Context: an optimization exercise on an open-source flow, tuned for small area, a short achievable clock period and few clock cycles per item. The choices shown serve that exercise and are no tape-out recipe. RTL that was checked went through simulation tests only; none was proved equivalent to the original. No activity file was given, so power comes from the tool's default toggle rates.

## sorting_top
module sorting_top #(
    parameter N = 8,
    parameter L = 4
)(
    input wire clk,
    input wire rst,
    input wire Rd,
    input wire WrInit,
    input wire [L-1:0] RAddr,
    input wire [N-1:0] DataIn,
    input wire start,
    output wire [N-1:0] DataOut,
    output wire done
);
For scale: about 860 cells after synthesis, ~26 I/O pins.
==> module sorting_top, before the edit <==
module sorting_top #(
    parameter N = 8,
    parameter L = 4
)(
    input wire clk,
    input wire rst,
    input wire Rd,
    input wire WrInit,
    input wire [L-1:0] RAddr,
    input wire [N-1:0] DataIn,
    input wire start,
    output wire [N-1:0] DataOut,
    output wire done
);
    localparam K = 16;
    reg [N-1:0] r [0:K-1];    
    reg [L-1:0] o;            
    reg [N-1:0] rdat;         
    reg         busy;
    reg         done_r;
    wire go  = start & ~busy;
    wire wr  = WrInit & ~start & ~busy;
    wire rot = go | busy;     
    function automatic gt8(input [N-1:0] a, input [N-1:0] b);
        integer n;
        reg c;
        begin
            c = 1'b0;
            for (n = 0; n < N; n = n + 1)
                c = (a[n] & ~b[n]) | ((a[n] | ~b[n]) & c);
            gt8 = c;
        end
    endfunction
    wire [K/2-1:0] sw;
    genvar j, b;
    generate
        for (j = 0; j < K/2; j = j + 1) begin : g_ce
            assign sw[j] = rot && (o != 2*j+1) && gt8(r[2*j], r[2*j+1]);
        end
    endgenerate
    wire [N-1:0] nx [0:K-1];
    generate
        for (j = 0; j < K; j = j + 1) begin : g_slot
            wire ws = wr && RAddr == j;                  
            if (j % 2 == 1) begin : g_lo                  
                wire s_l = ~rst & rot & ~sw[j/2];          
                wire s_d = ~rst & ws;                      
                wire s_h = ~rst & ~s_l & ~ws;              
                for (b = 0; b < N; b = b + 1) begin : g_b
                    ao222 u_ao (.a(s_l), .x(r[j-1][b]), .c(s_d), .y(DataIn[b]),
                                .e(s_h), .z(r[j][b]), .q(nx[j][b]));
                end
            end else begin : g_hi                          
                wire s_2 = ~rst & rot & sw[((j+K-2)%K)/2];   
                wire s_1 = ~rst & rot & ~sw[((j+K-2)%K)/2];  
                wire s_d = ~rst & ws;
                wire s_h = ~rst & ~rot & ~ws;
                for (b = 0; b < N; b = b + 1) begin : g_b
                    ao2222 u_ao (.a(s_2), .w(r[(j+K-2)%K][b]), .c(s_1), .x(r[(j+K-1)%K][b]),
                                 .e(s_d), .y(DataIn[b]), .g(s_h), .z(r[j][b]), .q(nx[j][b]));
                end
            end
        end
    endgenerate
    wire [K-1:0] rhot;
    wire [N-1:0] rsel;
    generate
        for (j = 0; j < K; j = j + 1) begin : g_rhot
            assign rhot[j] = ~wr && RAddr == j;
        end
        for (b = 0; b < N; b = b + 1) begin : g_rmux
            wire [K-1:0] col;
            for (j = 0; j < K; j = j + 1) begin : g_col
                assign col[j] = r[j][b];
            end
            ao17 u_rm (.s({wr, rhot}), .d({DataIn[b], col}), .q(rsel[b]));
        end
    endgenerate
    integer i;
    always @(posedge clk) begin
        for (i = 0; i < K; i = i + 1)
            r[i] <= nx[i];
    end
    always @(posedge clk) begin
        rdat <= rsel;
        if (rst || !rot) o <= {L{1'b0}};
        else             o <= o + 1'b1;
        if (rst) begin
            busy <= 1'b0;
            done_r <= 1'b0;
        end else if (go) begin
            busy <= 1'b1;
            done_r <= 1'b0;
        end else if (busy && o == 4'd15) begin
            busy <= 1'b0;
            done_r <= 1'b1;
        end
    end
    assign DataOut = Rd ? rdat : {N{1'b0}};
    assign done = done_r;
endmodule
==> module ao17, before the edit <==
module ao17 (
    input wire [16:0] s,
    input wire [16:0] d,
    output wire q
);
    assign q = |(s & d);
endmodule
clock: 5.0 ns
lec_check: 0
cap_margin: 20
core_margin: 2
core_utilization: 40
cts_buf_list: sky130_fd_sc_hd__clkbuf_8
cts_cluster_diameter: 60
cts_cluster_size: 20
setup_slack_margin: 2.6
slew_margin: 20
synth_hierarchical: 1
synth_minimum_keep_size: 0
run.sh (not shown) runs the stock make flow with config.mk's settings and CLKGATE_MAP_FILE= SYNTH_SCRIPT=/design/flow/synth_recipe.tcl, a recipe that flattens the netlist after the stock synthesis.
Testbench counts at the start, summed over its fixed seeds: cycles 4,616, sorts 96.
Then changed:
--- a/flow/design.v
+++ b/flow/design.v
@@ -65,25 +65,25 @@
     wire [K-1:0] rhot;
     wire [N-1:0] rsel;
     generate
         for (j = 0; j < K; j = j + 1) begin : g_rhot
-            assign rhot[j] = ~wr && RAddr == j;
+            assign rhot[j] = RAddr == j;
         end
         for (b = 0; b < N; b = b + 1) begin : g_rmux
             wire [K-1:0] col;
             for (j = 0; j < K; j = j + 1) begin : g_col
                 assign col[j] = r[j][b];
             end
-            ao17 u_rm (.s({wr, rhot}), .d({DataIn[b], col}), .q(rsel[b]));
+            ao16 u_rm (.s(rhot), .d(col), .q(rsel[b]));
         end
     endgenerate
     integer i;
     always @(posedge clk) begin
         for (i = 0; i < K; i = i + 1)
             r[i] <= nx[i];
     end
     always @(posedge clk) begin
-        rdat <= rsel;
+        rdat <= wr ? DataIn : rsel;
         if (rst || !rot) o <= {L{1'b0}};
         else             o <= o + 1'b1;
         if (rst) begin
             busy <= 1'b0;
@@ -110,11 +110,11 @@
     output wire q
 );
     assign q = (a & w) | (c & x) | (e & y) | (g & z);
 endmodule
-module ao17 (
-    input wire [16:0] s,
-    input wire [16:0] d,
+module ao16 (
+    input wire [15:0] s,
+    input wire [15:0] d,
     output wire q
 );
     assign q = |(s & d);
 endmodule
Combinational power grows by a few percent.
Core utilization shrinks by 0.79 points.
Sequential cell count stays the same.
Setup slack improved by 0.0032 ns.
Routed wire length grows by a few percent.
Area after synthesis grows by a few percent.
Testbench counts after the change, summed over its fixed seeds: cycles 4,616, sorts 96.

---

## trial 24
Another version of the RTL of sorting_top (not shown whole).
Size: about 1100 cells after synthesis, roughly 140 flip-flops, about 26 I/O pins, roughly 8900 µm² of cells after synthesis.
==> module sorting_top, before the edit <==
module sorting_top #(
    parameter N = 8,
    parameter L = 4
)(
    input wire clk,
    input wire rst,
    input wire Rd,
    input wire WrInit,
    input wire [L-1:0] RAddr,
    input wire [N-1:0] DataIn,
    input wire start,
    output wire [N-1:0] DataOut,
    output wire done
);
    localparam K = 16;
    reg [N-1:0] r [0:K-1];    
    reg [L-1:0] o;            
    reg [L-1:0] rp;           
    reg         busy;
    reg [3:0]   cnt;
    reg         done_r;
    wire idle = ~busy | done_r;
    wire go   = start & idle;
    wire wr   = WrInit & ~start & idle;
    wire run  = busy | go;
    wire [L-1:0] o1 = o + 1'b1;             
    wire [L-1:0] wp = RAddr + o1;           
    function automatic gt8(input [N-1:0] a, input [N-1:0] b);
        integer n;
        reg c;
        begin
            c = 1'b0;
            for (n = 0; n < N; n = n + 1)
                c = (a[n] & ~b[n]) | ((a[n] | ~b[n]) & c);
            gt8 = c;
        end
    endfunction
    wire [K/2-1:0] sw;
    genvar j;
    generate
        for (j = 0; j < K/2; j = j + 1) begin : g_ce
            assign sw[j] = run && (o != 2*j+1) && gt8(r[2*j], r[2*j+1]);
        end
    endgenerate
    integer i;
    always @(posedge clk) begin
        for (i = 0; i < K; i = i + 1) begin
            if (rst)
                r[i] <= {N{1'b0}};
            else if (wr && wp == i[L-1:0])
                r[i] <= DataIn;
            else if (i % 2 == 1)            
                r[i] <= sw[i/2] ? r[i] : r[i-1];
            else                            
                r[i] <= sw[((i+K-2)%K)/2] ? r[(i+K-2)%K] : r[(i+K-1)%K];
        end
    end
    always @(posedge clk) begin
        rp <= RAddr + o1;
        if (rst) o <= {L{1'b0}};
        else     o <= o1;
        if (rst) begin
            busy <= 1'b0;
            cnt <= 4'd0;
            done_r <= 1'b0;
        end else if (go) begin
            busy <= 1'b1;
            cnt <= 4'd0;
            done_r <= 1'b0;
        end else if (busy) begin
            cnt <= cnt + 4'd1;
            if (cnt == 4'd13) done_r <= 1'b1;
            if (cnt == 4'd14) busy <= 1'b0;
        end
    end
    assign DataOut = Rd ? r[rp] : {N{1'b0}};
    assign done = done_r;
endmodule
Settings: LEC_CHECK=0, CAP_MARGIN=20, CORE_MARGIN=2, CORE_UTILIZATION=40, SETUP_SLACK_MARGIN=2.0, SLEW_MARGIN=20; clock period 5.0 ns.
Testbench counts of trial 24, summed over its fixed seeds: cycles 4,520, sorts 96.
## Diff of input files: build 39 against trial 24
==> flow/design.v <==
module sorting_top #(
    parameter N = 8,
    parameter L = 4
)(
    input wire clk,
    input wire rst,
    input wire Rd,
    input wire WrInit,
    input wire [L-1:0] RAddr,
    input wire [N-1:0] DataIn,
    input wire start,
    output wire [N-1:0] DataOut,
    output wire done
);
    localparam K = 16;
    reg [N-1:0] r [0:K-1];    
    reg [L-1:0] o;            
    reg [N-1:0] rdat;         
    reg         busy;
    reg         done_r;
    wire go  = start & ~busy;
    wire wr  = WrInit & ~start & ~busy;
    wire rot = go | busy;     
    function automatic gt8(input [N-1:0] a, input [N-1:0] b);
        integer n;
        reg c;
        begin
            c = 1'b0;
            for (n = 0; n < N; n = n + 1)
                c = (a[n] & ~b[n]) | ((a[n] | ~b[n]) & c);
            gt8 = c;
        end
    endfunction
    wire [K/2-1:0] sw;
    genvar j;
    generate
        for (j = 0; j < K/2; j = j + 1) begin : g_ce
            assign sw[j] = rot && (o != 2*j+1) && gt8(r[2*j], r[2*j+1]);
        end
    endgenerate
    integer i;
    always @(posedge clk) begin
        for (i = 0; i < K; i = i + 1) begin
            if (rst)
                r[i] <= {N{1'b0}};
            else if (rot) begin
                if (i % 2 == 1)             
                    r[i] <= sw[i/2] ? r[i] : r[i-1];
                else                        
                    r[i] <= sw[((i+K-2)%K)/2] ? r[(i+K-2)%K] : r[(i+K-1)%K];
            end else if (wr && RAddr == i[L-1:0])
                r[i] <= DataIn;
        end
    end
    always @(posedge clk) begin
        rdat <= wr ? DataIn : r[RAddr];
        if (rst || !rot) o <= {L{1'b0}};
        else             o <= o + 1'b1;
        if (rst) begin
            busy <= 1'b0;
            done_r <= 1'b0;
        end else if (go) begin
            busy <= 1'b1;
            done_r <= 1'b0;
        end else if (busy && o == 4'd15) begin
            busy <= 1'b0;
            done_r <= 1'b1;
        end
    end
    assign DataOut = Rd ? rdat : {N{1'b0}};
    assign done = done_r;
endmodule
==> comparison <==
Number of stages on the worst setup path: lower on build 39
Of trial 24 and build 39, the run reporting the lower total nets after synthesis was trial 24.
Build 39 — clock network area share 0.28 points lower, trial 24 as reference
Last element of the critical path: DataOut[0] -> build 39, DataOut[4] -> trial 24
Between build 39 and trial 24, it is build 39 whose relative area change from synthesis to final layout is lower, by 13 points.
Trial 24 has a lower power spent charging and discharging nets than build 39.
Function not checked in build 39: the RTL went through the layout flow alone.

## what the ideal ports hide
No port has a modelled driver above. Below, the same layouts with a new extraction and two added sets of constraints.
Step 1: set_driving_cell puts a clkbuf_16 on clk and a buf_2 on each other input, an assumption about the parent block.
Step 2, shift: input delay + t, output delay - t, t = (earliest + latest rising clock arrival at the registers) / 2. This alone moves slack from input paths to output paths.
Three values: ideal ports, drivers, drivers and shift; two values: the first two.
run	shift t [ns]	setup WS [ns]	worst setup path after step 2	worst register clock-pin slew, ns	worst data-port slew with drivers (ns)
the first run of note 1	0.497	2.606 / 2.582 / 2.120	input to register	0.09 / 0.09	0.03
the second run of note 1	0.499	2.609 / 2.598 / 2.126	input to register	0.09 / 0.09	0.04
trial 24	0.485	1.804 / 1.759 / 1.560	input to register	0.07 / 0.07	0.03
build 39	0.478	2.055 / 2.026 / 1.656	input to register	0.07 / 0.07	0.04
After both steps every run listed still meets setup and hold. The setup slack of the first run of note 1, which loses most, moves by -0.024 ns with the drivers and by -0.486 ns with both steps.
